This is an optimization exercise on Yosys and OpenROAD, whose aim is small area and a short achievable clock period, not a production implementation. RTL that was checked went through simulation tests only; none was proved equivalent to the original. Function not checked in run 5: the RTL went through the layout flow alone. Power is estimated from default activity; no workload was simulated.

==> design.v <==
module Division(
	input         clock,
	input         start,
	input  [31:0] a,
	input  [31:0] b,
	output reg [31:0] q,
	output reg [31:0] r
);
  reg [31:0] bq;
  reg [5:0]  cnt;
  wire        run = ~cnt[5];
  wire [31:0] x   = {r[30:0], q[31]};
  wire [31:0] t;       
  wire ng0, ng1, ng2, ng3, ng4, ng5, ng6, ng7, ng8, ng9, ng10, ng11, ng12, ng13, ng14, ng15, ng16, ng17, ng18, ng19, ng20, ng21, ng22, ng23, ng24, ng25, ng26, ng27, ng28, ng29, ng30, ng31;
  wire np1, np2, np3, np4, np5, np6, np7, np8, np9, np10, np11, np12, np13, np14, np15, np16, np17, np18, np19, np20, np21, np22, np23, np24, np25, np26, np27, np28, np29, np30, np31;
  wire G1_1, G1_3, P1_3, G1_5, P1_5, G1_7, P1_7, G1_9, P1_9, G1_11, P1_11, G1_13;
  wire P1_13, G1_15, P1_15, G1_17, P1_17, G1_19, P1_19, G1_21, P1_21, G1_23, P1_23, G1_25;
  wire P1_25, G1_27, P1_27, G1_29, P1_29, G1_31, P1_31, G2_3, G2_7, P2_7, G2_11, P2_11;
  wire G2_15, P2_15, G2_19, P2_19, G2_23, P2_23, G2_27, P2_27, G2_31, P2_31, G2_3_n, G3_5;
  wire G3_7, G2_11_n, P2_11_n, G3_13, P3_13, G3_15, P3_15, G2_19_n, P2_19_n, G3_21, P3_21, G3_23;
  wire P3_23, G2_27_n, P2_27_n, G3_29, P3_29, G3_31, P3_31, G4_9, G3_7_n, G4_11, G4_13, G4_15;
  wire G4_25, P4_25, G3_23_n, P3_23_n, G4_27, P4_27, G4_29, P4_29, G4_31, P4_31, G4_15_n, G5_17;
  wire G5_19, G5_21, G5_23, G5_25, G5_27, G5_29, G5_31, G1_1_n, G6_2, G6_4, G6_6, G6_8;
  wire G6_10, G4_11_n, G6_12, G4_13_n, G6_14, G6_16, G6_18, G5_19_n, G6_20, G5_21_n, G6_22, G6_24;
  wire G5_25_n, G6_26, G6_28, G6_30;
  div_pg0 pg0 (.x(x[0]), .b(bq[0]), .ng(ng0), .t(t[0]));
  div_pg  pg1 (.x(x[1]), .b(bq[1]), .ng(ng1), .np(np1));
  div_t   tt1 (.ng(ng1), .np(np1), .t(t[1]));
  div_pg  pg2 (.x(x[2]), .b(bq[2]), .ng(ng2), .np(np2));
  div_t   tt2 (.ng(ng2), .np(np2), .t(t[2]));
  div_pg  pg3 (.x(x[3]), .b(bq[3]), .ng(ng3), .np(np3));
  div_t   tt3 (.ng(ng3), .np(np3), .t(t[3]));
  div_pg  pg4 (.x(x[4]), .b(bq[4]), .ng(ng4), .np(np4));
  div_t   tt4 (.ng(ng4), .np(np4), .t(t[4]));
  div_pg  pg5 (.x(x[5]), .b(bq[5]), .ng(ng5), .np(np5));
  div_t   tt5 (.ng(ng5), .np(np5), .t(t[5]));
  div_pg  pg6 (.x(x[6]), .b(bq[6]), .ng(ng6), .np(np6));
  div_t   tt6 (.ng(ng6), .np(np6), .t(t[6]));
  div_pg  pg7 (.x(x[7]), .b(bq[7]), .ng(ng7), .np(np7));
  div_t   tt7 (.ng(ng7), .np(np7), .t(t[7]));
  div_pg  pg8 (.x(x[8]), .b(bq[8]), .ng(ng8), .np(np8));
  div_t   tt8 (.ng(ng8), .np(np8), .t(t[8]));
  div_pg  pg9 (.x(x[9]), .b(bq[9]), .ng(ng9), .np(np9));
  div_t   tt9 (.ng(ng9), .np(np9), .t(t[9]));
  div_pg  pg10 (.x(x[10]), .b(bq[10]), .ng(ng10), .np(np10));
  div_t   tt10 (.ng(ng10), .np(np10), .t(t[10]));
  div_pg  pg11 (.x(x[11]), .b(bq[11]), .ng(ng11), .np(np11));
  div_t   tt11 (.ng(ng11), .np(np11), .t(t[11]));
  div_pg  pg12 (.x(x[12]), .b(bq[12]), .ng(ng12), .np(np12));
  div_t   tt12 (.ng(ng12), .np(np12), .t(t[12]));
  div_pg  pg13 (.x(x[13]), .b(bq[13]), .ng(ng13), .np(np13));
  div_t   tt13 (.ng(ng13), .np(np13), .t(t[13]));
  div_pg  pg14 (.x(x[14]), .b(bq[14]), .ng(ng14), .np(np14));
  div_t   tt14 (.ng(ng14), .np(np14), .t(t[14]));
  div_pg  pg15 (.x(x[15]), .b(bq[15]), .ng(ng15), .np(np15));
  div_t   tt15 (.ng(ng15), .np(np15), .t(t[15]));
  div_pg  pg16 (.x(x[16]), .b(bq[16]), .ng(ng16), .np(np16));
  div_t   tt16 (.ng(ng16), .np(np16), .t(t[16]));
  div_pg  pg17 (.x(x[17]), .b(bq[17]), .ng(ng17), .np(np17));
  div_t   tt17 (.ng(ng17), .np(np17), .t(t[17]));
  div_pg  pg18 (.x(x[18]), .b(bq[18]), .ng(ng18), .np(np18));
  div_t   tt18 (.ng(ng18), .np(np18), .t(t[18]));
  div_pg  pg19 (.x(x[19]), .b(bq[19]), .ng(ng19), .np(np19));
  div_t   tt19 (.ng(ng19), .np(np19), .t(t[19]));
  div_pg  pg20 (.x(x[20]), .b(bq[20]), .ng(ng20), .np(np20));
  div_t   tt20 (.ng(ng20), .np(np20), .t(t[20]));
  div_pg  pg21 (.x(x[21]), .b(bq[21]), .ng(ng21), .np(np21));
  div_t   tt21 (.ng(ng21), .np(np21), .t(t[21]));
  div_pg  pg22 (.x(x[22]), .b(bq[22]), .ng(ng22), .np(np22));
  div_t   tt22 (.ng(ng22), .np(np22), .t(t[22]));
  div_pg  pg23 (.x(x[23]), .b(bq[23]), .ng(ng23), .np(np23));
  div_t   tt23 (.ng(ng23), .np(np23), .t(t[23]));
  div_pg  pg24 (.x(x[24]), .b(bq[24]), .ng(ng24), .np(np24));
  div_t   tt24 (.ng(ng24), .np(np24), .t(t[24]));
  div_pg  pg25 (.x(x[25]), .b(bq[25]), .ng(ng25), .np(np25));
  div_t   tt25 (.ng(ng25), .np(np25), .t(t[25]));
  div_pg  pg26 (.x(x[26]), .b(bq[26]), .ng(ng26), .np(np26));
  div_t   tt26 (.ng(ng26), .np(np26), .t(t[26]));
  div_pg  pg27 (.x(x[27]), .b(bq[27]), .ng(ng27), .np(np27));
  div_t   tt27 (.ng(ng27), .np(np27), .t(t[27]));
  div_pg  pg28 (.x(x[28]), .b(bq[28]), .ng(ng28), .np(np28));
  div_t   tt28 (.ng(ng28), .np(np28), .t(t[28]));
  div_pg  pg29 (.x(x[29]), .b(bq[29]), .ng(ng29), .np(np29));
  div_t   tt29 (.ng(ng29), .np(np29), .t(t[29]));
  div_pg  pg30 (.x(x[30]), .b(bq[30]), .ng(ng30), .np(np30));
  div_t   tt30 (.ng(ng30), .np(np30), .t(t[30]));
  div_pg  pg31 (.x(x[31]), .b(bq[31]), .ng(ng31), .np(np31));
  div_t   tt31 (.ng(ng31), .np(np31), .t(t[31]));
  div_ni n1_1 (.gh(ng1), .ph(np1), .gl(ng0), .go(G1_1));
  div_nip n1_3 (.gh(ng3), .ph(np3), .gl(ng2), .pl(np2), .go(G1_3), .po(P1_3));
  div_nip n1_5 (.gh(ng5), .ph(np5), .gl(ng4), .pl(np4), .go(G1_5), .po(P1_5));
  div_nip n1_7 (.gh(ng7), .ph(np7), .gl(ng6), .pl(np6), .go(G1_7), .po(P1_7));
  div_nip n1_9 (.gh(ng9), .ph(np9), .gl(ng8), .pl(np8), .go(G1_9), .po(P1_9));
  div_nip n1_11 (.gh(ng11), .ph(np11), .gl(ng10), .pl(np10), .go(G1_11), .po(P1_11));
  div_nip n1_13 (.gh(ng13), .ph(np13), .gl(ng12), .pl(np12), .go(G1_13), .po(P1_13));
  div_nip n1_15 (.gh(ng15), .ph(np15), .gl(ng14), .pl(np14), .go(G1_15), .po(P1_15));
  div_nip n1_17 (.gh(ng17), .ph(np17), .gl(ng16), .pl(np16), .go(G1_17), .po(P1_17));
  div_nip n1_19 (.gh(ng19), .ph(np19), .gl(ng18), .pl(np18), .go(G1_19), .po(P1_19));
  div_nip n1_21 (.gh(ng21), .ph(np21), .gl(ng20), .pl(np20), .go(G1_21), .po(P1_21));
  div_nip n1_23 (.gh(ng23), .ph(np23), .gl(ng22), .pl(np22), .go(G1_23), .po(P1_23));
  div_nip n1_25 (.gh(ng25), .ph(np25), .gl(ng24), .pl(np24), .go(G1_25), .po(P1_25));
  div_nip n1_27 (.gh(ng27), .ph(np27), .gl(ng26), .pl(np26), .go(G1_27), .po(P1_27));
  div_nip n1_29 (.gh(ng29), .ph(np29), .gl(ng28), .pl(np28), .go(G1_29), .po(P1_29));
  div_nip n1_31 (.gh(ng31), .ph(np31), .gl(ng30), .pl(np30), .go(G1_31), .po(P1_31));
  div_nt n2_3 (.gh(G1_3), .ph(P1_3), .gl(G1_1), .go(G2_3));
  div_ntp n2_7 (.gh(G1_7), .ph(P1_7), .gl(G1_5), .pl(P1_5), .go(G2_7), .po(P2_7));
  div_ntp n2_11 (.gh(G1_11), .ph(P1_11), .gl(G1_9), .pl(P1_9), .go(G2_11), .po(P2_11));
  div_ntp n2_15 (.gh(G1_15), .ph(P1_15), .gl(G1_13), .pl(P1_13), .go(G2_15), .po(P2_15));
  div_ntp n2_19 (.gh(G1_19), .ph(P1_19), .gl(G1_17), .pl(P1_17), .go(G2_19), .po(P2_19));
  div_ntp n2_23 (.gh(G1_23), .ph(P1_23), .gl(G1_21), .pl(P1_21), .go(G2_23), .po(P2_23));
  div_ntp n2_27 (.gh(G1_27), .ph(P1_27), .gl(G1_25), .pl(P1_25), .go(G2_27), .po(P2_27));
  div_ntp n2_31 (.gh(G1_31), .ph(P1_31), .gl(G1_29), .pl(P1_29), .go(G2_31), .po(P2_31));
  assign G2_3_n = ~G2_3;
  div_nt n3_5 (.gh(G1_5), .ph(P1_5), .gl(G2_3_n), .go(G3_5));
  div_ni n3_7 (.gh(G2_7), .ph(P2_7), .gl(G2_3), .go(G3_7));
  assign G2_11_n = ~G2_11;
  assign P2_11_n = ~P2_11;
  div_ntp n3_13 (.gh(G1_13), .ph(P1_13), .gl(G2_11_n), .pl(P2_11_n), .go(G3_13), .po(P3_13));
  div_nip n3_15 (.gh(G2_15), .ph(P2_15), .gl(G2_11), .pl(P2_11), .go(G3_15), .po(P3_15));
  assign G2_19_n = ~G2_19;
  assign P2_19_n = ~P2_19;
  div_ntp n3_21 (.gh(G1_21), .ph(P1_21), .gl(G2_19_n), .pl(P2_19_n), .go(G3_21), .po(P3_21));
  div_nip n3_23 (.gh(G2_23), .ph(P2_23), .gl(G2_19), .pl(P2_19), .go(G3_23), .po(P3_23));
  assign G2_27_n = ~G2_27;
  assign P2_27_n = ~P2_27;
  div_ntp n3_29 (.gh(G1_29), .ph(P1_29), .gl(G2_27_n), .pl(P2_27_n), .go(G3_29), .po(P3_29));
  div_nip n3_31 (.gh(G2_31), .ph(P2_31), .gl(G2_27), .pl(P2_27), .go(G3_31), .po(P3_31));
  div_nt n4_9 (.gh(G1_9), .ph(P1_9), .gl(G3_7), .go(G4_9));
  assign G3_7_n = ~G3_7;
  div_ni n4_11 (.gh(G2_11), .ph(P2_11), .gl(G3_7_n), .go(G4_11));
  div_ni n4_13 (.gh(G3_13), .ph(P3_13), .gl(G3_7_n), .go(G4_13));
  div_nt n4_15 (.gh(G3_15), .ph(P3_15), .gl(G3_7), .go(G4_15));
  div_ntp n4_25 (.gh(G1_25), .ph(P1_25), .gl(G3_23), .pl(P3_23), .go(G4_25), .po(P4_25));
  assign G3_23_n = ~G3_23;
  assign P3_23_n = ~P3_23;
  div_nip n4_27 (.gh(G2_27), .ph(P2_27), .gl(G3_23_n), .pl(P3_23_n), .go(G4_27), .po(P4_27));
  div_nip n4_29 (.gh(G3_29), .ph(P3_29), .gl(G3_23_n), .pl(P3_23_n), .go(G4_29), .po(P4_29));
  div_ntp n4_31 (.gh(G3_31), .ph(P3_31), .gl(G3_23), .pl(P3_23), .go(G4_31), .po(P4_31));
  assign G4_15_n = ~G4_15;
  div_nt n5_17 (.gh(G1_17), .ph(P1_17), .gl(G4_15_n), .go(G5_17));
  div_ni n5_19 (.gh(G2_19), .ph(P2_19), .gl(G4_15), .go(G5_19));
  div_ni n5_21 (.gh(G3_21), .ph(P3_21), .gl(G4_15), .go(G5_21));
  div_nt n5_23 (.gh(G3_23), .ph(P3_23), .gl(G4_15_n), .go(G5_23));
  div_ni n5_25 (.gh(G4_25), .ph(P4_25), .gl(G4_15), .go(G5_25));
  div_nt n5_27 (.gh(G4_27), .ph(P4_27), .gl(G4_15_n), .go(G5_27));
  div_nt n5_29 (.gh(G4_29), .ph(P4_29), .gl(G4_15_n), .go(G5_29));
  div_ni n5_31 (.gh(G4_31), .ph(P4_31), .gl(G4_15), .go(G5_31));
  assign G1_1_n = ~G1_1;
  div_ni n6_2 (.gh(ng2), .ph(np2), .gl(G1_1_n), .go(G6_2));
  div_ni n6_4 (.gh(ng4), .ph(np4), .gl(G2_3), .go(G6_4));
  div_ni n6_6 (.gh(ng6), .ph(np6), .gl(G3_5), .go(G6_6));
  div_ni n6_8 (.gh(ng8), .ph(np8), .gl(G3_7_n), .go(G6_8));
  div_ni n6_10 (.gh(ng10), .ph(np10), .gl(G4_9), .go(G6_10));
  assign G4_11_n = ~G4_11;
  div_ni n6_12 (.gh(ng12), .ph(np12), .gl(G4_11_n), .go(G6_12));
  assign G4_13_n = ~G4_13;
  div_ni n6_14 (.gh(ng14), .ph(np14), .gl(G4_13_n), .go(G6_14));
  div_ni n6_16 (.gh(ng16), .ph(np16), .gl(G4_15), .go(G6_16));
  div_ni n6_18 (.gh(ng18), .ph(np18), .gl(G5_17), .go(G6_18));
  assign G5_19_n = ~G5_19;
  div_ni n6_20 (.gh(ng20), .ph(np20), .gl(G5_19_n), .go(G6_20));
  assign G5_21_n = ~G5_21;
  div_ni n6_22 (.gh(ng22), .ph(np22), .gl(G5_21_n), .go(G6_22));
  div_ni n6_24 (.gh(ng24), .ph(np24), .gl(G5_23), .go(G6_24));
  assign G5_25_n = ~G5_25;
  div_ni n6_26 (.gh(ng26), .ph(np26), .gl(G5_25_n), .go(G6_26));
  div_ni n6_28 (.gh(ng28), .ph(np28), .gl(G5_27), .go(G6_28));
  div_ni n6_30 (.gh(ng30), .ph(np30), .gl(G5_29), .go(G6_30));
  wire [31:0] c;
  assign c[0] = ~ng0;
  assign c[1] = G1_1;
  assign c[2] = G6_2;
  assign c[3] = ~G2_3;
  assign c[4] = G6_4;
  assign c[5] = ~G3_5;
  assign c[6] = G6_6;
  assign c[7] = G3_7;
  assign c[8] = G6_8;
  assign c[9] = ~G4_9;
  assign c[10] = G6_10;
  assign c[11] = G4_11;
  assign c[12] = G6_12;
  assign c[13] = G4_13;
  assign c[14] = G6_14;
  assign c[15] = ~G4_15;
  assign c[16] = G6_16;
  assign c[17] = ~G5_17;
  assign c[18] = G6_18;
  assign c[19] = G5_19;
  assign c[20] = G6_20;
  assign c[21] = G5_21;
  assign c[22] = G6_22;
  assign c[23] = ~G5_23;
  assign c[24] = G6_24;
  assign c[25] = G5_25;
  assign c[26] = G6_26;
  assign c[27] = ~G5_27;
  assign c[28] = G6_28;
  assign c[29] = ~G5_29;
  assign c[30] = G6_30;
  assign c[31] = G5_31;
  wire        ge = r[31] | c[31];
  wire [31:0] nd;      
  assign nd[0] = t[0];
  div_xor dx1 (.a(t[1]), .b(ng0), .y(nd[1]));
  div_xorn dx2 (.a(t[2]), .b(G1_1), .y(nd[2]));
  div_xorn dx3 (.a(t[3]), .b(G6_2), .y(nd[3]));
  div_xor dx4 (.a(t[4]), .b(G2_3), .y(nd[4]));
  div_xorn dx5 (.a(t[5]), .b(G6_4), .y(nd[5]));
  div_xor dx6 (.a(t[6]), .b(G3_5), .y(nd[6]));
  div_xorn dx7 (.a(t[7]), .b(G6_6), .y(nd[7]));
  div_xorn dx8 (.a(t[8]), .b(G3_7), .y(nd[8]));
  div_xorn dx9 (.a(t[9]), .b(G6_8), .y(nd[9]));
  div_xor dx10 (.a(t[10]), .b(G4_9), .y(nd[10]));
  div_xorn dx11 (.a(t[11]), .b(G6_10), .y(nd[11]));
  div_xorn dx12 (.a(t[12]), .b(G4_11), .y(nd[12]));
  div_xorn dx13 (.a(t[13]), .b(G6_12), .y(nd[13]));
  div_xorn dx14 (.a(t[14]), .b(G4_13), .y(nd[14]));
  div_xorn dx15 (.a(t[15]), .b(G6_14), .y(nd[15]));
  div_xor dx16 (.a(t[16]), .b(G4_15), .y(nd[16]));
  div_xorn dx17 (.a(t[17]), .b(G6_16), .y(nd[17]));
  div_xor dx18 (.a(t[18]), .b(G5_17), .y(nd[18]));
  div_xorn dx19 (.a(t[19]), .b(G6_18), .y(nd[19]));
  div_xorn dx20 (.a(t[20]), .b(G5_19), .y(nd[20]));
  div_xorn dx21 (.a(t[21]), .b(G6_20), .y(nd[21]));
  div_xorn dx22 (.a(t[22]), .b(G5_21), .y(nd[22]));
  div_xorn dx23 (.a(t[23]), .b(G6_22), .y(nd[23]));
  div_xor dx24 (.a(t[24]), .b(G5_23), .y(nd[24]));
  div_xorn dx25 (.a(t[25]), .b(G6_24), .y(nd[25]));
  div_xorn dx26 (.a(t[26]), .b(G5_25), .y(nd[26]));
  div_xorn dx27 (.a(t[27]), .b(G6_26), .y(nd[27]));
  div_xor dx28 (.a(t[28]), .b(G5_27), .y(nd[28]));
  div_xorn dx29 (.a(t[29]), .b(G6_28), .y(nd[29]));
  div_xor dx30 (.a(t[30]), .b(G5_29), .y(nd[30]));
  div_xorn dx31 (.a(t[31]), .b(G6_30), .y(nd[31]));
  wire en   = run & ~start;
  wire hold = ~run & ~start;
  wire ngs;             
  div_gsel ugs (.r31(r[31]), .g(G5_31), .en(en), .ngs(ngs));
  wire [31:0] rn, qn, ny;
  wire [31:0] qs = {q[30:0], ge};
  genvar i;
  generate
    for (i = 0; i < 32; i = i + 1) begin : sel
      div_sel2n uy (.s0(en), .d0(x[i]), .s1(hold), .d1(r[i]), .y(ny[i]));
      div_mux2i ur (.s(ngs), .a1n(ny[i]), .a0n(nd[i]), .y(rn[i]));
      div_sel3  uq (.s0(start), .d0(a[i]), .s1(en), .d1(qs[i]), .s2(hold), .d2(q[i]), .y(qn[i]));
    end
  endgenerate
  always @(posedge clock) begin
    bq  <= b;
    r   <= rn;
    q   <= qn;
    cnt <= start ? 6'd0 : cnt + {5'd0, run};
  end
endmodule
module div_pg(input x, input b, output ng, output np);
  assign ng = ~(x & ~b);
  assign np = ~(x | ~b);
endmodule
module div_t(input ng, input np, output t);
  assign t = ng & ~np;
endmodule
module div_pg0(input x, input b, output ng, output t);
  assign ng = ~(x | ~b);
  assign t  = ~(x ^ b);
endmodule
module div_xor(input a, input b, output y);
  assign y = a ^ b;
endmodule
module div_xorn(input a, input b, output y);
  assign y = ~(a ^ b);
endmodule
module div_gsel(input r31, input g, input en, output ngs);
  assign ngs = ~(en & (r31 | g));
endmodule
module div_gseln(input r31, input g, input en, output ngs);
  assign ngs = ~(en & (r31 | ~g));
endmodule
module div_sel2n(input s0, input d0, input s1, input d1, output y);
  assign y = ~((s0 & d0) | (s1 & d1));
endmodule
module div_mux2i(input s, input a1n, input a0n, output y);
  assign y = ~(s ? a1n : a0n);
endmodule
module div_sel3(input s0, input d0, input s1, input d1, input s2, input d2, output y);
  assign y = (s0 & d0) | (s1 & d1) | (s2 & d2);
endmodule
module div_nt(input gh, input ph, input gl, output go);
  assign go = ~(gh | (ph & gl));
endmodule
module div_ntp(input gh, input ph, input gl, input pl, output go, output po);
  assign go = ~(gh | (ph & gl));
  assign po = ~(ph & pl);
endmodule
module div_ni(input gh, input ph, input gl, output go);
  assign go = ~gh | (~ph & ~gl);
endmodule
module div_nip(input gh, input ph, input gl, input pl, output go, output po);
  assign go = ~gh | (~ph & ~gl);
  assign po = ~ph & ~pl;
endmodule
==> flow/run.sh <==
#!/bin/bash
# Standard ORFS layout (the standard.sh) with these changes:
#  - the port buffers are the smallest buffer (buf_1) instead of the one buffer_ports picks;
#  - the full-adder extraction step in synthesis is skipped, so ABC maps the adder logic itself;
#  - ABC sizes cells for a 1 fF load instead of 5 fF (smaller cells; the placer's repair sizes up).
# Each tool's output goes to the logs under orfs/logs; make's output goes to standard.log.
export BUFFER_PORTS_ARGS="-buffer_cell sky130_fd_sc_hd__buf_1"
export ADDER_MAP_FILE=
bash standard.sh ABC_LOAD_IN_FF=1 finish > standard.log 2>&1
==> standard.sh <==
#!/bin/bash
# synth_recipe.tcl (not shown) runs the flow's synth.tcl, then flattens the netlist and writes it again
# the make line also repeats each setting of config.mk as NAME=value (left out here)
make -C /OpenROAD-flow-scripts/flow DESIGN_CONFIG=/design/flow/config.mk WORK_HOME=/design/flow/orfs CLKGATE_MAP_FILE= SYNTH_SCRIPT=/design/flow/synth_recipe.tcl "${@:-finish}"
==> config.mk <==
export PLATFORM = sky130hd
export DESIGN_NAME = Division
export DESIGN_NICKNAME = Division
export VERILOG_FILES = /design/flow/design.v
export SDC_FILE = /design/flow/constraint.sdc
export NUM_CORES = 4
export LEC_CHECK = 0
export CAP_MARGIN = 20
export CORE_MARGIN = 2
export CORE_UTILIZATION = 40
export CTS_BUF_LIST = sky130_fd_sc_hd__clkbuf_8
export PLACE_DENSITY = 0.6
export SETUP_SLACK_MARGIN = 3.6
export SLEW_MARGIN = 20
export SYNTH_HIERARCHICAL = 1
export SYNTH_MINIMUM_KEEP_SIZE = 0
==> constraint.sdc <==
create_clock -name core_clock -period 6.0 [get_ports {clock}]
set_input_delay 1.2000 -clock core_clock [delete_from_list [all_inputs] [get_ports {clock}]]
set_output_delay 1.2000 -clock core_clock [all_outputs]
set_load 0.01 [all_outputs]
==> results.py, run 1 <==
metrics = {
    "outcome": {
        "status": "timing/DRC/antenna clean",
    },
    "placed_design": {
        "place.gp.congestion": 0.791,
        "place_hpwl_mm": 7.39,
        "post-place-ws_ps": 2580,
        "port-buffer-count": 129,
        "place_area_mm2": 0.00527,
    },
    "die": {
        "die_w_um": 111,
        "io_pins": 130,
        "rows": 38,
        "core_area_mm2": 0.0110,
        "start_util_pct": 41.5,
        "dieArea_mm2": 0.0123,
        "die_height_um": 111,
    },
    "timing": {
        "rsz0062_at_grt": "true",
        "min_period_over_period_pct": 37.3,
        "hold_viol": 0,
        "setup_viol": 0,
        "max_freq_mhz": 447,
        "finalSetupTns_ps": 0,
        "worst_pin_slew_ps": 499,
        "final-max-slew-violation-count": 0,
        "slew_headroom_pct": 66.7,
        "fin_crit_ps": 2240,
        "finalWorstSetupSlack_ps": 3760,
        "final.setup_skew_ps": 8.46,
    },
    "drt": {
        "ant_nets": 0,
        "via_per_inst": 5.09,
        "drt_drc_violations_left": 0,
        "first_iter_violations": 294,
        "wl_mm": 10.5,
        "via_count": 3983,
        "firstDrtPassIters": 6,
        "avgRoutedWirePerCell_um": 13.4,
    },
    "logic_synthesis": {
        "yosys.area.top_type": "dfxtp_1",
        "yosysTopAreaCellShare_pct": 44.8,
        "synth_edf_count": 0,
        "synth_common_cells": "dfxtp_1, nor2b_1, inv_1",
        "postSynthAreaPerCell_um2": 9.32,
        "yosysMostFrequentCell": "dfxtp_1",
        "async_reset_ff_share_pct": 0,
        "syn_inst": 489,
        "synth_cell_types": 21,
        "synthesis.nets": 555,
        "synth-seq-cells": 102,
        "synth_area_mm2": 0.00456,
        "synth_area_leaders": "dfxtp_1, nor2b_1, a222oi_1",
        "synth-main-ff-cell": "dfxtp_1",
        "ys_seq_area_share_pct": 44.8,
        "yosys_warnings": 7,
    },
    "finish": {
        "final_layout_size_suffix_gt1_share_pct": 5.75,
        "fin_util_pct": 50.8,
        "layout.nets": 704,
        "synthToLayoutAreaGrowth_pct": 22.3,
        "diodes": 0,
        "fin_area_mm2": 0.00557,
    },
    "setup_path": {
        "worst_path_most_repeated_cell": "o21ai_1",
        "max_stage_delay_ps": 360,
        "r2r-start": "bq[0]",
        "critical_path_arrival_ps": 2500,
        "timing.critical_path.cells": "nor2b_2 > o21ai_1 > a21oi_2 > o21ai_4 > a21oi_4 > inv_1 > a21oi_1 > o21ai_1 > xnor2_1 > mux2i_1",
        "cp_max_fo": 6,
        "cp-end-kind": "flip-flop",
        "cp_num_buf_inv": 1,
        "crit_required_ps": 6260,
        "cp_top_family": "compound AO/OA/AOI/OAI gates",
        "start_kind": "flip-flop",
        "critPathSlowestCell": "dfxtp_1",
        "r2r-end": "r[29]",
        "rr_worst_depth": 10,
        "crit_type": "flip-flop to flip-flop",
        "ff2ff_setup_slack_ps": 3760,
    },
    "min_path": {
        "hold_depth": 2,
        "min_to": "q[29]",
        "hold_path_class": "flip-flop to flip-flop",
        "hp-start": "q[28]",
    },
    "clock_tree": {
        "cts_buffers": 9,
        "clkSinkCount": 102,
        "cts_buffer_depth": 2,
        "cts_hold_buf": 0,
        "cts_tree": "done",
        "worstSkewPairLatency_ps": 370,
        "htreeDepth": 3,
        "clockRootBuffer": "clkbuf_8",
        "clkTransAtPathRegs_ps": 90,
    },
    "flow_run": {
        "drv_cap": 0,
    },
    "power_and_ir_drop": {
        "power_density_mw_per_mm2": 234,
        "p_leak_nw": 2.34,
        "max-vdd-ir-drop_mv": 0.128,
    },
    "global_routing": {
        "antenna_found_initial": 0,
        "grt_usage_pct": 17.0,
        "grt_pass1_vias": 3696,
        "grt_max_degree": 65,
        "grt_overflow_total": 0,
        "grt_pass1_wl_mm": 17.3,
    },
}
[report_power, final]
part	internal, mW	total [mW]	switching, mW
Sequential	0.711	0.735	0.0242
Combinational	0.0604	0.131	0.0708
Clock	0.212	0.436	0.224
Total	0.983	1.30	0.319
[through the flow]
stage	cells	power, mW	hold slack (ps)
after global routing	783	1.37	528
after detailed placement	761	0.880	478
after global placement	761	0.877	469
after CTS	781	1.32	499
after floorplan	489	0.828	509
final	783	1.30	498
[registers in the layout, summed over array words and instances, names as in the netlist]
name / flops
cnt: 6
q: 32
r: 32
bq: 32
[per-module statistics from Yosys (local to each module, per instance), excerpt]
module / copies in the design / flip-flops and latches / cells
div_pg0: 1 / 0 / 2
div_mux2i: 32 / 0 / 1
div_nip: 20 / 0 / 2
div_xor: 9 / 0 / 1
div_pg: 31 / 0 / 2
div_gsel: 1 / 0 / 1
div_ni: 23 / 0 / 1
div_t: 31 / 0 / 1
div_xorn: 22 / 0 / 1
div_sel3: 32 / 0 / 2
div_sel2n: 32 / 0 / 1
div_ntp: 12 / 0 / 2
div_nt: 8 / 0 / 1
[cell families after synthesis]
family                    count (synthesis)  share of synthesized area [%]
and+or+nand+nor                         140                           17.6
AOI/OAI and AO/OA                       129                           19.5
DFF                                     102                           44.8
buffers and inverters                    50                           4.12
xor gates and xnor gates                 35                           6.73
muxes                                    33                           7.27
[metal layers]
| metal | GRT usage, % | wire [µm] | vias up | part of all wire [%] |
|---|---|---|---|---|
| met2 | 28.5 | 4920 | 105 | 47 |
| met1 | 21.3 | 4860 | 1828 | 46 |
| met5 | 0 | 0 | - | 0 |
| li1 | - | - | 2034 | - |
| met4 | 6.83 | 172 | 0 | 1.6 |
| met3 | 3.77 | 551 | 16 | 5.3 |
[repair_timing]
item,4_1_cts,5_1_grt
gates cloned,1,0
buffers inserted,3,2
resized for setup,10,4
pin swaps,2,3
endpoints found under the hold margin,0,0
endpoints found under the setup margin,65,33
[worst max-delay path by stage]
stage / start / end / slack, ps / cells after the start
4_1_cts: bq[0] / q[0] / 3660 / 9
5_1_grt: bq[0] / q[0] / 3540 / 9
3_3_place_gp: start / r[30] / 2700 / 5
2_1_floorplan: start / r[0] / 3170 / 3
3_5_place_dp: start / r[25] / 2580 / 5
6_report: bq[0] / r[29] / 3760 / 10
[layout make-up]
type                       count  area [µm²]
clock buffer                  11         151
clock inverter                 5        48.8
fill                        1086        5410
inverter                      50         188
multi-input combinational    338        2400
sequential                   102        2040
tap                          140         175
timing repair buffer         137         564
[worst reg2reg max path, delay by kind of cell, from the launching register on]
| family | cells | cell delay, ps |
|---|---|---|
| multiplexers | 1 | 80 |
| XOR/XNOR | 1 | 160 |
| flip-flops | 1 | 360 |
| buffers and inverters | 1 | 140 |
| AO/OA/AOI/OAI | 6 | 1210 |
| AND/OR/NAND/NOR | 1 | 180 |
[cells in the final DEF (no fill, tap or decap)]
cell type and instances:
dfxtp_1 102, buf_12 1, xor2_1 10, buf_4 6, nor3_1 1, clkbuf_4 1, a21oi_1 17, nand3b_1 1
mux2i_1 32, o21ai_2 1, nor2_4 1, a21oi_2 2, a22oi_1 32, nor2b_4 2, bufinv_16 1, mux2_1 1
inv_1 51, and2b_1 1, nand2b_1 31, xnor2_1 25, clkinv_2 3, or2_2 1, buf_6 1, o21ai_1 41
nand4b_4 1, nor2_1 24, nor2b_1 64, buf_1 128, nand2_1 12, a21o_1 1, a21oi_4 1, nor2b_2 1
a222oi_1 32, clkbuf_8 11, o21ai_4 2, nor2_2 1
==> run 2: changes to the inputs <==
--- a/config.mk
+++ b/config.mk
@@ -9,8 +9,8 @@
 export CORE_MARGIN = 2
 export CORE_UTILIZATION = 40
 export CTS_BUF_LIST = sky130_fd_sc_hd__clkbuf_8
-export PLACE_DENSITY = 0.6
-export SETUP_SLACK_MARGIN = 3.6
+export PLACE_DENSITY = 0.7
+export SETUP_SLACK_MARGIN = 3.7
 export SLEW_MARGIN = 20
 export SYNTH_HIERARCHICAL = 1
 export SYNTH_MINIMUM_KEEP_SIZE = 0
==> run 2 against run 1 <==
Against the previous run: worst setup slack improved by 28 ps; sequential share of layout area fell by 0.31 points; critical path depth fell by 9; cell area rose by 1.1%; synthesized area did not move; combinational power rose by 3%; clock skew rose by 2.8 ps; clock power rose by 11%; die area did not move; total power rose by 4.0%; final cell count fell by 0.13%; hold slack got worse by 1.3 ps; critical endpoint is now r[5].
==> results.py, run 2 <==
metrics = {
    "outcome": {
        "status": "timing/DRC/antenna clean",
    },
    "timing": {
        "max_freq_mhz": 452,
        "fin_crit_ps": 2210,
        "final-max-slew-violation-count": 0,
        "final.setup_skew_ps": 11.3,
        "worst_pin_slew_ps": 646,
        "finalSetupTns_ps": 0,
        "slew_headroom_pct": 56.7,
        "min_period_over_period_pct": 36.9,
        "setup_viol": 0,
        "hold_viol": 0,
        "finalWorstSetupSlack_ps": 3790,
        "rsz0062_at_grt": "false",
    },
    "global_routing": {
        "grt_pass1_wl_mm": 17.1,
        "grt_usage_pct": 16.8,
        "grt_pass1_vias": 3782,
        "grt_overflow_total": 0,
        "antenna_found_initial": 0,
        "grt_max_degree": 65,
    },
    "logic_synthesis": {
        "synth_area_mm2": 0.00456,
        "postSynthAreaPerCell_um2": 9.32,
        "synth_edf_count": 0,
        "yosys.area.top_type": "dfxtp_1",
        "synthAdderAreaFrac_pct": 0,
        "synthesis.nets": 555,
        "yosys.area_share.simple_pct": 17.6,
        "synth-main-ff-cell": "dfxtp_1",
        "synth_top_family_by_area": "compound AO/OA/AOI/OAI gates",
        "synth-xor-area-share_pct": 6.73,
        "yosysTopAreaCellShare_pct": 44.8,
        "ys_seq_area_share_pct": 44.8,
        "synth_cell_types": 21,
        "synth-seq-cells": 102,
        "yosysMostFrequentCell": "dfxtp_1",
        "synth_compound_area_share_pct": 19.5,
        "syn_inst": 489,
        "async_reset_ff_share_pct": 0,
        "synth_area_leaders": "dfxtp_1, nor2b_1, a222oi_1",
        "yosys_warnings": 7,
        "synth_common_cells": "dfxtp_1, nor2b_1, inv_1",
        "post_synth_mux_area_share_pct": 7.27,
    },
    "setup_path": {
        "crit_type": "flip-flop to output pin",
        "timing.critical_path.cells": "buf_1",
        "critPathSlowestCell": "dfxtp_1",
        "cp-end-kind": "output pin",
        "cp_num_buf_inv": 1,
        "ff2ff_setup_slack_ps": 3860,
        "max_stage_delay_ps": 430,
        "start_kind": "flip-flop",
        "crit_required_ps": 4800,
        "cp_top_family": "flip-flops",
        "cp_max_fo": 5,
        "critical_path_arrival_ps": 1010,
    },
    "flow_run": {
        "drv_cap": 0,
    },
    "power_and_ir_drop": {
        "max-vdd-ir-drop_mv": 0.104,
        "p_leak_nw": 2.36,
        "power_density_mw_per_mm2": 240,
    },
    "finish": {
        "instances_no_fill": 782,
        "top_regs": "bq (32), q (32), r (32)",
        "regArea_mm2": 0.00205,
        "diodes": 0,
        "n_fill_cell": 1019,
        "layout.nets": 703,
        "final_layout_size_suffix_gt1_share_pct": 7.63,
        "fin_util_pct": 51.3,
        "layout_common_cells": "buf_1, dfxtp_1, nor2b_1, inv_1, o21ai_1",
        "multi_input_area_mm2": 0.00243,
        "synthToLayoutAreaGrowth_pct": 23.6,
        "final_common_cell": "buf_1",
    },
    "min_path": {
        "hold_path_class": "flip-flop to flip-flop",
    },
    "die": {
        "io_pins": 130,
        "rows": 38,
        "dieArea_mm2": 0.0123,
        "die_height_um": 111,
        "start_util_pct": 41.5,
        "die_w_um": 111,
        "core_area_mm2": 0.0110,
    },
    "clock_tree": {
        "htreeDepth": 3,
        "cts_tree": "done",
        "cts_hold_buf": 0,
        "cts_buffer_depth": 2,
        "cts_buffers": 9,
        "clkSinkCount": 102,
        "worstSkewPairLatency_ps": 360,
        "clkTransAtPathRegs_ps": 100,
        "clockRootBuffer": "clkbuf_8",
    },
    "drt": {
        "wl_met2_mm": 4.98,
        "firstDrtPassIters": 5,
        "via_count": 4054,
        "via_per_inst": 5.18,
        "wl_mm": 10.5,
        "ant_nets": 0,
        "met1_length_mm": 4.80,
        "top_layer": "met4",
        "drt_drc_violations_left": 0,
        "met3_length_um": 579,
        "avgRoutedWirePerCell_um": 13.4,
        "first_iter_violations": 275,
    },
    "placed_design": {
        "post-place-ws_ps": 2630,
        "place.gp.congestion": 0.831,
        "place_hpwl_mm": 7.37,
        "dp.cells": 762,
        "port-buffer-count": 129,
    },
}
==> run 2: repair_timing <==
item | in CTS | in global routing
cloned | 1 | 0
pin swaps | 2 | 1
setup endpoints to repair | 34 | 34
buffers inserted | 2 | 1
gates resized for setup | 10 | 18
==> run 2: logic make-up (layout without fill, tap and decap cells) <==
group	Yosys count	after routing
flops	102	102
mux	33	33
compound gates	129	129
simple gates	140	141
xor+xnor	35	35
buf+inv	50	202
==> run 2: worst paths after layout <==
check,start,to,cells after the start
worst min register to register,q[26],q[27],2
worst max-delay path,r[5],r[5],1
worst max register to register,bq[1],r[23],11
worst min-delay path,q[26],q[27],2
==> run 2: per-stage QoR <==
step,hold slack (ps),power (mW),area (µm²)
after floorplan,509,0.828,4580
after global placement,467,0.875,5270
after detailed placement,477,0.880,5270
after CTS,499,1.37,5570
after global routing,526,1.42,5640
final,497,1.35,5640
==> run 2: final cells by class <==
class / instances / share of cell area, %
clock inverters: 5 / 1.44
clock buffers: 11 / 2.69
repair buffers: 136 / 9.92
well taps: 140 / 3.11
flip-flops and latches: 102 / 36.3
inverters: 50 / 3.33
multi-input cells: 338 / 43.2
==> run 2: per-layer routing <==
layer / global-route usage [%] / vias up
li1: - / 2030
met1: 21.2 / 1876
met2: 28.8 / 138
met3: 2.57 / 10
met4: 6.42 / 0
met5: 0 / -
==> run 2: modules after synthesis (local to each module, per instance), a selection <==
module	cells	copies in the design
Division	139	1
div_mux2i	1	32
div_ni	1	23
div_nip	2	20
div_nt	1	8
div_pg0	2	1
div_sel3	2	32
div_t	1	31
div_xorn	1	22
==> run 2: power breakdown <==
| group | switching, mW | total, mW | internal (mW) |
|---|---|---|---|
| clock network | 0.226 | 0.483 | 0.258 |
| logic | 0.0726 | 0.135 | 0.0621 |
| registers | 0.0244 | 0.736 | 0.711 |
| total | 0.323 | 1.35 | 1.03 |
==> run 3: changes to the inputs <==
--- a/config.mk
+++ b/config.mk
@@ -9,7 +9,7 @@
 export CORE_MARGIN = 2
 export CORE_UTILIZATION = 40
 export CTS_BUF_LIST = sky130_fd_sc_hd__clkbuf_8
-export PLACE_DENSITY = 0.7
+export PLACE_DENSITY = 0.5
 export SETUP_SLACK_MARGIN = 3.7
 export SLEW_MARGIN = 20
 export SYNTH_HIERARCHICAL = 1
==> run 3 against run 2 <==
Against the previous run: critical path depth unchanged; still clean on timing, DRC and antenna; clock power is 6.0% lower; hold slack worse by 2.4 ps; first-iteration DRC count grew 14%.
==> results.py, run 3 <==
metrics = {
    "outcome": {
        "status": "timing/DRC/antenna clean",
    },
    "finish": {
        "diodes": 0,
        "final_layout_size_suffix_gt1_share_pct": 8.00,
        "instances_no_fill": 790,
        "fin_area_mm2": 0.00574,
        "layout_common_cells": "buf_1, dfxtp_1, nor2b_1, inv_1, o21ai_1",
        "layout.nets": 712,
        "synthToLayoutAreaGrowth_pct": 25.9,
        "final_common_cell": "buf_1",
        "top_regs": "bq (32), q (32), r (32)",
        "n_fill_cell": 1085,
    },
    "logic_synthesis": {
        "synth-main-ff-cell": "dfxtp_1",
        "synth_top_family_by_area": "compound AO/OA/AOI/OAI gates",
        "synthAdderAreaFrac_pct": 0,
        "synth_common_cells": "dfxtp_1, nor2b_1, inv_1",
        "syn_inst": 489,
        "async_reset_ff_share_pct": 0,
        "yosys.area_share.simple_pct": 17.6,
        "yosys_warnings": 7,
        "synth_compound_area_share_pct": 19.5,
        "synth_edf_count": 0,
        "synth_area_leaders": "dfxtp_1, nor2b_1, a222oi_1",
        "ys_seq_area_share_pct": 44.8,
        "yosysTopAreaCellShare_pct": 44.8,
        "post_synth_mux_area_share_pct": 7.27,
        "synth_area_mm2": 0.00456,
        "synth_cell_types": 21,
        "synth-xor-area-share_pct": 6.73,
        "yosysMostFrequentCell": "dfxtp_1",
        "yosys.area.top_type": "dfxtp_1",
        "synthesis.nets": 555,
        "synth-seq-cells": 102,
        "postSynthAreaPerCell_um2": 9.32,
    },
    "setup_path": {
        "cp_max_fo": 4,
        "crit_required_ps": 4800,
        "timing.critical_path.cells": "buf_1",
        "cp-end-kind": "output pin",
        "critPathSlowestCell": "dfxtp_1",
        "cp_num_buf_inv": 1,
        "cp_top_family": "flip-flops",
        "start_kind": "flip-flop",
        "critical_path_arrival_ps": 1020,
        "max_stage_delay_ps": 440,
        "crit_type": "flip-flop to output pin",
    },
    "global_routing": {
        "use_met3_pct": 3.61,
        "grt_usage_pct": 17.1,
        "grt_overflow_total": 0,
        "grt_pass1_vias": 3679,
        "grt_util_met2_pct": 27.8,
        "grt_max_degree": 65,
        "antenna_found_initial": 0,
        "grt_use_met1_pct": 22.0,
        "grt_pass1_wl_mm": 17.3,
        "top_usage_layer": "met2",
    },
    "placed_design": {
        "dp.cells": 762,
        "place_hpwl_mm": 7.37,
        "place.gp.congestion": 0.777,
        "port-buffer-count": 129,
        "place_area_mm2": 0.00527,
    },
    "die": {
        "io_pins": 130,
        "dieArea_mm2": 0.0123,
        "start_util_pct": 41.5,
        "core_area_mm2": 0.0110,
        "die_w_um": 111,
        "rows": 38,
        "die_height_um": 111,
    },
    "clock_tree": {
        "worstSkewPairLatency_ps": 370,
        "cts_tree": "done",
        "htreeDepth": 3,
        "clkTransAtPathRegs_ps": 90,
        "cts_buffer_depth": 2,
        "clockRootBuffer": "clkbuf_8",
        "cts_buffers": 9,
        "cts_hold_buf": 0,
        "clkSinkCount": 102,
    },
    "drt": {
        "first_iter_violations": 313,
        "ant_nets": 0,
        "avgRoutedWirePerCell_um": 13.9,
        "wl_mm": 11.0,
        "drt_drc_violations_left": 0,
        "via_count": 4042,
        "via_per_inst": 5.12,
        "firstDrtPassIters": 6,
    },
    "timing": {
        "max_freq_mhz": 450,
        "fin_crit_ps": 2220,
        "final.setup_skew_ps": 6.79,
        "hold_viol": 0,
        "rsz0062_at_grt": "true",
        "finalSetupTns_ps": 0,
        "whs_ps": 494,
        "setup_viol": 0,
        "worst_pin_slew_ps": 851,
        "slew_headroom_pct": 43.0,
        "min_period_over_period_pct": 37.0,
        "final-max-slew-violation-count": 0,
    },
    "power_and_ir_drop": {
        "max-vdd-ir-drop_mv": 0.125,
        "p_leak_nw": 2.42,
        "power_mw": 1.32,
        "power_density_mw_per_mm2": 231,
    },
    "min_path": {
        "hold_path_class": "flip-flop to flip-flop",
    },
    "flow_run": {
        "drv_cap": 0,
    },
}
## run 3: cell counts after synthesis
No cell type changed its count.
## run 3: modules after synthesis, one instance, submodules excluded, a selection
| module | cell area, µm² | flip-flops and latches | times used | cells inside |
|---|---|---|---|---|
| Division | 2250 | 102 | 1 | 139 |
| div_xorn | 8.76 | 0 | 22 | 1 |
| div_pg | 12.5 | 0 | 31 | 2 |
| div_gsel | 5.00 | 0 | 1 | 1 |
| div_t | 6.26 | 0 | 31 | 1 |
| div_ntp | 8.76 | 0 | 12 | 2 |
| div_xor | 8.76 | 0 | 9 | 1 |
| div_sel2n | 7.51 | 0 | 32 | 1 |
| div_nip | 8.76 | 0 | 20 | 2 |
## run 3: routing by layer
| layer | wire length (µm) | up-vias | share of wire (%) |
|---|---|---|---|
| li1 | - | 2048 | - |
| met1 | 5180 | 1840 | 47 |
| met2 | 4990 | 142 | 45 |
| met3 | 658 | 12 | 6.0 |
| met4 | 176 | 0 | 1.6 |
| met5 | 0 | - | 0 |
## run 3: power breakdown
part           switching (mW)  total (mW)  internal, mW
registers              0.0240       0.735         0.711
logic                  0.0722       0.134        0.0622
clock network           0.225       0.454         0.229
total                   0.321        1.32          1.00
## run 3: repair_timing
item                                    4_1_cts  5_1_grt
buffers inserted                              3        6
resized for setup                            12       15
gates cloned                                  2        2
endpoints found under the setup margin       42       57
pin swaps                                     3        2
## run 3: final timing paths
check              from    end  slack (ps)  depth (start not counted)
setup / recovery  r[31]  r[31]        3780                          1
hold reg to reg   q[16]  q[17]         490                          2
hold / removal    q[16]  q[17]         490                          2
setup reg to reg   r[4]   r[5]        3820                         10
## run 3: kinds of logic (layout without fill, tap and decap cells)
group                  after synthesis  in the layout
XOR/XNOR                            35             35
flip-flops                         102            102
multiplexers                        33             33
buffers and inverters               50            209
AND/OR/NAND/NOR                    140            142
AO/OA/AOI/OAI                      129            129
## run 3: through the flow
| stage | utilization [%] | setup WS (ps) |
|---|---|---|
| 2_1_floorplan | - | 3170 |
| 3_3_place_gp | 48.0 | 2650 |
| 3_5_place_dp | 48.0 | 2440 |
| 4_1_cts | 50.7 | 3700 |
| 5_1_grt | 52.3 | 3670 |
| 6_report | 52.3 | 3780 |
## run 3: final cells by class
cell class | count | area, µm² | share of cell area [%]
inverter | 50 | 188 | 3.27
timing repair buffer | 144 | 696 | 12.1
multi-input combinational | 339 | 2440 | 42.5
tap | 140 | 175 | 3.05
sequential | 102 | 2040 | 35.6
clock inverter | 6 | 78.8 | 1.37
clock buffer | 9 | 124 | 2.16
==> run 4: changes to the inputs <==
--- a/config.mk
+++ b/config.mk
@@ -9,7 +9,7 @@
 export CORE_MARGIN = 2
 export CORE_UTILIZATION = 40
 export CTS_BUF_LIST = sky130_fd_sc_hd__clkbuf_8
-export PLACE_DENSITY = 0.5
+export PLACE_DENSITY = 0.6
 export SETUP_SLACK_MARGIN = 3.7
 export SLEW_MARGIN = 20
 export SYNTH_HIERARCHICAL = 1
==> run 4 against run 3 <==
Against the previous run: still clean on timing, DRC and antenna; synthesized area unchanged; utilization fell by 1.4 points; via count decreased by 1.4%; combinational power barely moved; sequential power is essentially flat; total power decreased by 1.6%; clock-buffer cell count increased by 2; die area is the same; maximum frequency grew 0.55%; critical endpoint is now q[14]; highest routed layer unchanged.
==> results.py, run 4 <==
metrics = {
    "timing": {
        "rsz0062_at_grt": "true",
        "slew_headroom_pct": 67.1,
        "finalSetupTns_ps": 0,
        "final.setup_skew_ps": 8.61,
        "worst_pin_slew_ps": 492,
        "min_period_over_period_pct": 36.8,
        "whs_ps": 498,
        "fin_crit_ps": 2210,
        "final-max-slew-violation-count": 0,
        "hold_viol": 0,
        "setup_viol": 0,
        "max_freq_mhz": 453,
    },
    "die": {
        "die_height_um": 111,
        "core_area_mm2": 0.0110,
        "dieArea_mm2": 0.0123,
        "start_util_pct": 41.5,
        "die_w_um": 111,
        "io_pins": 130,
        "rows": 38,
    },
    "logic_synthesis": {
        "async_reset_ff_share_pct": 0,
        "postSynthAreaPerCell_um2": 9.32,
        "synthesis.nets": 555,
        "synth-seq-cells": 102,
        "yosysMostFrequentCell": "dfxtp_1",
        "synth_area_leaders": "dfxtp_1, nor2b_1, a222oi_1",
        "synth_cell_types": 21,
        "yosys.area.top_type": "dfxtp_1",
        "synth_area_mm2": 0.00456,
        "yosys_warnings": 7,
        "synth-main-ff-cell": "dfxtp_1",
        "synth_edf_count": 0,
        "ys_seq_area_share_pct": 44.8,
        "syn_inst": 489,
        "synth_common_cells": "dfxtp_1, nor2b_1, inv_1",
        "yosysTopAreaCellShare_pct": 44.8,
    },
    "power_and_ir_drop": {
        "p_comb_share_pct": 10.1,
        "max-vdd-ir-drop_mv": 0.128,
        "swShare_pct": 24.5,
        "p_clk_share_pct": 33.5,
        "switching_power_mw": 0.319,
        "power_frac_seq_pct": 56.4,
        "internal_power_mw": 0.984,
        "power_density_mw_per_mm2": 233,
        "p_leak_nw": 2.35,
    },
    "placed_design": {
        "place_hpwl_mm": 7.39,
        "port-buffer-count": 129,
        "place.gp.congestion": 0.791,
        "place_area_mm2": 0.00527,
    },
    "setup_path": {
        "critPathSlowestCell": "clkbuf_4",
        "cp-end-kind": "flip-flop",
        "critPathLaunch": "start",
        "start_kind": "input port",
        "critical_path_arrival_ps": 2460,
        "crit_type": "input port to flip-flop",
        "ff2ff_setup_slack_ps": 3810,
        "crit_required_ps": 6250,
        "r2r-start": "bq[0]",
        "cp_max_fo": 41,
        "timing.critical_path.cells": "clkbuf_4 > nor2b_4 > buf_4 > a222oi_1 > inv_1",
        "cp-endpoint": "q[14]",
        "r2r-end": "r[19]",
        "rr_worst_depth": 10,
        "max_stage_delay_ps": 430,
    },
    "drt": {
        "via_count": 3986,
        "wl_mm": 10.5,
        "first_iter_violations": 297,
        "firstDrtPassIters": 6,
        "via_per_inst": 5.09,
        "avgRoutedWirePerCell_um": 13.4,
        "ant_nets": 0,
        "drt_drc_violations_left": 0,
    },
    "clock_tree": {
        "clockRootBuffer": "clkbuf_8",
        "cts_buffers": 9,
        "cts_buffer_depth": 2,
        "clkSinkCount": 102,
        "cts_tree": "done",
        "htreeDepth": 3,
        "worstSkewPairLatency_ps": 370,
        "clkTransAtPathRegs_ps": 90,
    },
    "global_routing": {
        "grt_usage_pct": 17.1,
        "grt_pass1_wl_mm": 17.3,
        "antenna_found_initial": 0,
        "grt_max_degree": 65,
        "grt_pass1_vias": 3701,
        "grt_overflow_total": 0,
    },
    "finish": {
        "fin_area_mm2": 0.00558,
        "multi_input_area_mm2": 0.00241,
        "synthToLayoutAreaGrowth_pct": 22.5,
        "final_layout_size_suffix_gt1_share_pct": 6.22,
        "fin_util_pct": 50.8,
        "regArea_mm2": 0.00204,
        "n_fill_cell": 1086,
        "final_common_cell": "buf_1",
        "layout_common_cells": "buf_1, dfxtp_1, nor2b_1, inv_1, o21ai_1",
        "top_regs": "bq (32), q (32), r (32)",
        "diodes": 0,
        "layout.nets": 704,
    },
    "flow_run": {
        "drv_cap": 0,
    },
    "min_path": {
        "hold_path_class": "flip-flop to flip-flop",
    },
    "outcome": {
        "status": "timing/DRC/antenna clean",
    },
}
[run 4: cell counts after synthesis]
No cell type changed its count.
[run 4: stage by stage]
step                      setup WS (ps)  total power, mW  instances
after floorplan                    3170            0.828        489
after global placement             2700            0.877        761
after detailed placement           2580            0.880        761
after CTS                          3730             1.32        782
after global routing               3610             1.37        783
final                              3790             1.30        783
[run 4: power groups by stage]
stage,sequential (mW),clock [mW],combinational [mW]
after floorplan,0.755,0,0.0729
after global placement,0.749,0,0.127
after detailed placement,0.751,0,0.129
after CTS,0.735,0.453,0.132
after global routing,0.740,0.485,0.147
final,0.735,0.436,0.131
[run 4: metal layers]
layer | up-vias | wire length [µm] | GRT usage (%)
met3 | 16 | 526 | 3.77
li1 | 2037 | - | -
met5 | - | 0 | 0
met2 | 102 | 4920 | 28.5
met1 | 1831 | 4890 | 21.3
met4 | 0 | 172 | 6.83
[run 4: worst min path at each step]
stage / from / endpoint / slack, ps / cells after the start
finish: q[28] / q[29] / 500 / 2
global route: q[8] / q[9] / 530 / 2
CTS: q[27] / q[28] / 500 / 2
detailed placement: q[27] / q[28] / 480 / 2
global placement: q[3] / q[4] / 470 / 2
floorplan: cnt[4] / cnt[4] / 510 / 2
[run 4: layout make-up]
| type | instances | share of cell area, % |
|---|---|---|
| Clock inverter | 5 | 0.874 |
| Inverter | 50 | 3.36 |
| Multi-Input combinational cell | 338 | 43.2 |
| Clock buffer | 11 | 2.71 |
| Sequential cell | 102 | 36.6 |
| Timing Repair Buffer | 137 | 10.2 |
| Tap cell | 140 | 3.14 |
[run 4: logic make-up after synthesis]
| family | share of synthesized area (%) |
|---|---|
| and+or+nand+nor | 17.6 |
| AOI/OAI and AO/OA | 19.5 |
| DFF | 44.8 |
| buffers and inverters | 4.12 |
| xor gates and xnor gates | 6.73 |
| muxes | 7.27 |
[run 4: repair_timing]
action / in CTS / in global routing
gates cloned: 1 / 0
hold buffers: 0 / 0
pin swaps: 3 / 3
buffers inserted: 4 / 1
endpoints found under the setup margin: 65 / 33
resized for setup: 10 / 8
[run 4: Yosys stat by module, one instance, submodules excluded, a selection]
module | cells inside | times used | flip-flops and latches | cell area, µm²
div_xorn | 1 | 22 | 0 | 8.76
div_t | 1 | 31 | 0 | 6.26
div_sel3 | 2 | 32 | 0 | 13.8
div_nt | 1 | 8 | 0 | 5.00
div_ni | 1 | 23 | 0 | 5.00
div_gsel | 1 | 1 | 0 | 5.00
[run 4: critical path, delay by kind of cell]
family,cells,cell delay [ps]
AO/OA/AOI/OAI,1,410
buffers and inverters,3,760
AND/OR/NAND/NOR,1,80
==> run 5: changes to the inputs <==
--- a/design.v
+++ b/design.v
@@ -238,13 +238,21 @@
   wire ngs;             
   div_gsel ugs (.r31(r[31]), .g(G5_31), .en(en), .ngs(ngs));
   wire [31:0] rn, qn, ny;
-  wire [31:0] qs = {q[30:0], ge};
+  wire [31:0] qs = {q[30:0], 1'b0};
+  wire ngs_q, nyq0, q0n;
+  div_gsel ugq (.r31(r[31]), .g(G5_31), .en(en), .ngs(ngs_q));
+  div_sel2n uyq (.s0(start), .d0(a[0]), .s1(hold), .d1(q[0]), .y(nyq0));
+  assign q0n = ~(ngs_q & nyq0);
   genvar i;
   generate
     for (i = 0; i < 32; i = i + 1) begin : sel
       div_sel2n uy (.s0(en), .d0(x[i]), .s1(hold), .d1(r[i]), .y(ny[i]));
       div_mux2i ur (.s(ngs), .a1n(ny[i]), .a0n(nd[i]), .y(rn[i]));
-      div_sel3  uq (.s0(start), .d0(a[i]), .s1(en), .d1(qs[i]), .s2(hold), .d2(q[i]), .y(qn[i]));
+      if (i == 0) begin : q0
+        assign qn[i] = q0n;
+      end else begin : qi
+        div_sel3  uq (.s0(start), .d0(a[i]), .s1(en), .d1(qs[i]), .s2(hold), .d2(q[i]), .y(qn[i]));
+      end
     end
   endgenerate
   always @(posedge clock) begin
==> run 5 against run 4 <==
Against the previous run: hold slack about the same; global-route usage shrank 0.19 points; sequential cell count did not move; critical path type is now flip-flop to output pin.
==> results.py, run 5 <==
metrics = {
    "timing": {
        "setup_viol": 0,
        "max_freq_mhz": 448,
        "fin_crit_ps": 2230,
        "final.setup_skew_ps": 6.66,
        "min_period_over_period_pct": 37.2,
        "worst_pin_slew_ps": 451,
        "rsz0062_at_grt": "true",
        "slew_headroom_pct": 69.9,
        "hold_viol": 0,
        "final-max-slew-violation-count": 0,
        "finalSetupTns_ps": 0,
        "whs_ps": 498,
    },
    "clock_tree": {
        "cts_hold_buf": 0,
        "clkSinkCount": 102,
        "clkTransAtPathRegs_ps": 90,
        "htreeDepth": 3,
        "worstSkewPairLatency_ps": 360,
        "cts_buffers": 9,
        "cts_buffer_depth": 2,
        "cts_tree": "done",
        "clockRootBuffer": "clkbuf_8",
    },
    "logic_synthesis": {
        "synth_edf_count": 0,
        "synth_area_leaders": "dfxtp_1, nor2b_1, mux2i_1",
        "postSynthAreaPerCell_um2": 9.31,
        "yosys_warnings": 7,
        "synth-main-ff-cell": "dfxtp_1",
        "synth_cell_types": 20,
        "yosysMostFrequentCell": "dfxtp_1",
        "yosys.area.top_type": "dfxtp_1",
        "synthesis.nets": 555,
        "synth_common_cells": "dfxtp_1, nor2b_1, inv_1",
        "yosysTopAreaCellShare_pct": 44.8,
        "synth_area_mm2": 0.00455,
        "ys_seq_area_share_pct": 44.8,
        "synth-seq-cells": 102,
        "syn_inst": 489,
        "async_reset_ff_share_pct": 0,
    },
    "power_and_ir_drop": {
        "swShare_pct": 23.6,
        "p_leak_nw": 2.38,
        "power_frac_seq_pct": 53.5,
        "internal_power_mw": 1.05,
        "power_density_mw_per_mm2": 242,
        "max-vdd-ir-drop_mv": 0.118,
        "switching_power_mw": 0.324,
        "p_comb_share_pct": 9.7,
        "p_clk_share_pct": 36.7,
    },
    "finish": {
        "layout.nets": 707,
        "final_common_cell": "buf_1",
        "top_regs": "bq (32), q (32), r (32)",
        "n_fill_cell": 1056,
        "diodes": 0,
        "layout_common_cells": "buf_1, dfxtp_1, nor2b_1, inv_1, o21ai_1",
        "final_layout_size_suffix_gt1_share_pct": 6.97,
        "synthToLayoutAreaGrowth_pct": 24.4,
    },
    "min_path": {
        "hold_path_class": "flip-flop to flip-flop",
        "hp-start": "q[16]",
    },
    "drt": {
        "avgRoutedWirePerCell_um": 13.3,
        "drt_drc_violations_left": 0,
        "ant_nets": 0,
        "via_count": 3986,
        "first_iter_violations": 340,
        "via_per_inst": 5.07,
        "firstDrtPassIters": 7,
        "wl_mm": 10.4,
    },
    "setup_path": {
        "critPathLaunch": "r[31]",
        "cp_num_buf_inv": 1,
        "cp-end-kind": "output pin",
        "crit_required_ps": 4800,
        "max_stage_delay_ps": 470,
        "timing.critical_path.cells": "buf_1",
        "r2r-start": "bq[0]",
        "critical_path_arrival_ps": 1030,
        "cp_top_family": "flip-flops",
        "critPathSlowestCell": "dfxtp_1",
        "start_kind": "flip-flop",
        "cp_max_fo": 4,
        "crit_type": "flip-flop to output pin",
    },
    "global_routing": {
        "grt_pass1_vias": 3767,
        "grt_pass1_wl_mm": 17.3,
        "grt_overflow_total": 0,
        "grt_max_degree": 65,
        "antenna_found_initial": 0,
        "grt_usage_pct": 16.9,
    },
    "placed_design": {
        "place_hpwl_mm": 7.39,
        "place.gp.congestion": 0.785,
        "port-buffer-count": 129,
    },
    "die": {
        "io_pins": 130,
        "die_height_um": 111,
        "die_w_um": 111,
        "dieArea_mm2": 0.0123,
        "rows": 38,
        "start_util_pct": 41.5,
        "core_area_mm2": 0.0110,
    },
    "flow_run": {
        "drv_cap": 0,
    },
    "outcome": {
        "status": "timing/DRC/antenna clean",
    },
}
==> run 5: changes by cell type after synthesis, sizes merged <==
cell,change
o21ai,+1
nand2,+1
or2,-1
a22oi,+1
inv,-1
a222oi,-1
==> run 5: cells by family after synthesis <==
kind of cell              share of synthesized area (%)
buffers and inverters                              4.04
AOI/OAI and AO/OA                                  19.6
DFF                                                44.8
muxes                                              7.28
and+or+nand+nor                                    17.6
xor gates and xnor gates                           6.73
==> run 5: path summary, 6_finish.rpt <==
| check | end | slack (ps) | depth (start not counted) |
|---|---|---|---|
| worst max-delay path | r[31] | 3770 | 1 |
| worst min register to register | q[17] | 500 | 2 |
| worst max register to register | r[1] | 3850 | 9 |
| worst min-delay path | q[17] | 500 | 2 |
==> run 5: power by group through the flow <==
stage	combinational (mW)	clock [mW]	sequential [mW]
2_1_floorplan	0.0728	0	0.755
3_3_place_gp	0.127	0	0.749
3_5_place_dp	0.129	0	0.750
4_1_cts	0.131	0.520	0.734
5_1_grt	0.150	0.550	0.740
6_report	0.134	0.504	0.735
==> run 5: area by class of cell <==
type	instances	area, µm²	share of cell area [%]
multi-input cells	338	2400	42.4
well taps	140	175	3.09
inverters	49	184	3.25
flip-flops and latches	102	2040	36.1
clock buffers	9	124	2.19
clock inverters	7	114	2.01
repair buffers	141	623	11.0
==> run 5: repair_timing <==
item | in CTS | in global routing
pin swaps | 2 | 2
endpoints found under the setup margin | 65 | 32
resized for setup | 10 | 12
buffers inserted | 5 | 3
cloned | 0 | 1
==> run 5: modules after synthesis (local to each module, per instance) <==
| module | area (µm²) | copies in the design | cells |
|---|---|---|---|
| Division | 2250 | 1 | 139 |
| div_gsel | 5.00 | 2 | 1 |
| div_mux2i | 10.0 | 32 | 1 |
| div_ni | 5.00 | 23 | 1 |
| div_nip | 8.76 | 20 | 2 |
| div_nt | 5.00 | 8 | 1 |
| div_ntp | 8.76 | 12 | 2 |
| div_pg | 12.5 | 31 | 2 |
| div_pg0 | 15.0 | 1 | 2 |
| div_sel2n | 7.51 | 33 | 1 |
| div_sel3 | 13.8 | 31 | 2 |
| div_t | 6.26 | 31 | 1 |
| div_xor | 8.76 | 9 | 1 |
| div_xorn | 8.76 | 22 | 1 |
==> run 5: metrics by stage <==
step | cell area (µm²) | util [%] | setup WS, ps | power, mW | cells
6_report | 5670 | 51.6 | 3770 | 1.37 | 786
5_1_grt | 5670 | 51.6 | 3680 | 1.44 | 786
4_1_cts | 5580 | 50.8 | 3690 | 1.38 | 782
3_5_place_dp | 5260 | 47.9 | 2720 | 0.879 | 761
3_3_place_gp | 5260 | 47.9 | 2880 | 0.876 | 761
2_1_floorplan | 4580 | - | 3170 | 0.828 | 489
==> run 5: per-layer routing <==
metal  part of all wire [%]  GRT usage, %
met1                     47          21.9
met2                     46          27.6
met3                    6.3          4.26
met4                   0.95          5.25
met5                      0             0

==> afterwards: timing with drivers on the ports <==
The flow's constraints put no driver on any port. The routed layouts listed below were extracted and timed again, unchanged, in two steps.
Step 1 (the two cells are an assumption about what drives the block):
set clk [get_ports {clock}]
set_driving_cell -lib_cell sky130_fd_sc_hd__clkbuf_16 $clk
set_driving_cell -lib_cell sky130_fd_sc_hd__buf_2 [delete_from_list [all_inputs] $clk]
Step 2 also shifts input and output timing later by t, the mid clock arrival at the registers, as if the neighbouring blocks saw the same clock.
Three values: ideal, step 1, step 2; two values: the first two.
run	t, ns	setup WS [ns]	hold WS [ns]	latest minus earliest clock arrival (ns)
run 1	0.396	3.761 / 3.761 / 3.384	0.498 / 0.498 / 0.498	0.009 / 0.009
run 2	0.390	3.789 / 3.753 / 3.439	0.497 / 0.497 / 0.497	0.011 / 0.012
run 3	0.396	3.780 / 3.746 / 3.413	0.494 / 0.494 / 0.494	0.007 / 0.007
run 4	0.396	3.792 / 3.767 / 3.401	0.498 / 0.498 / 0.498	0.008 / 0.008
run 5	0.392	3.770 / 3.736 / 3.449	0.498 / 0.498 / 0.498	0.007 / 0.006
After both steps every run listed still meets setup and hold. For run 4, which loses most, drivers alone change the setup slack by -0.025 ns; drivers and shift together by -0.391 ns.
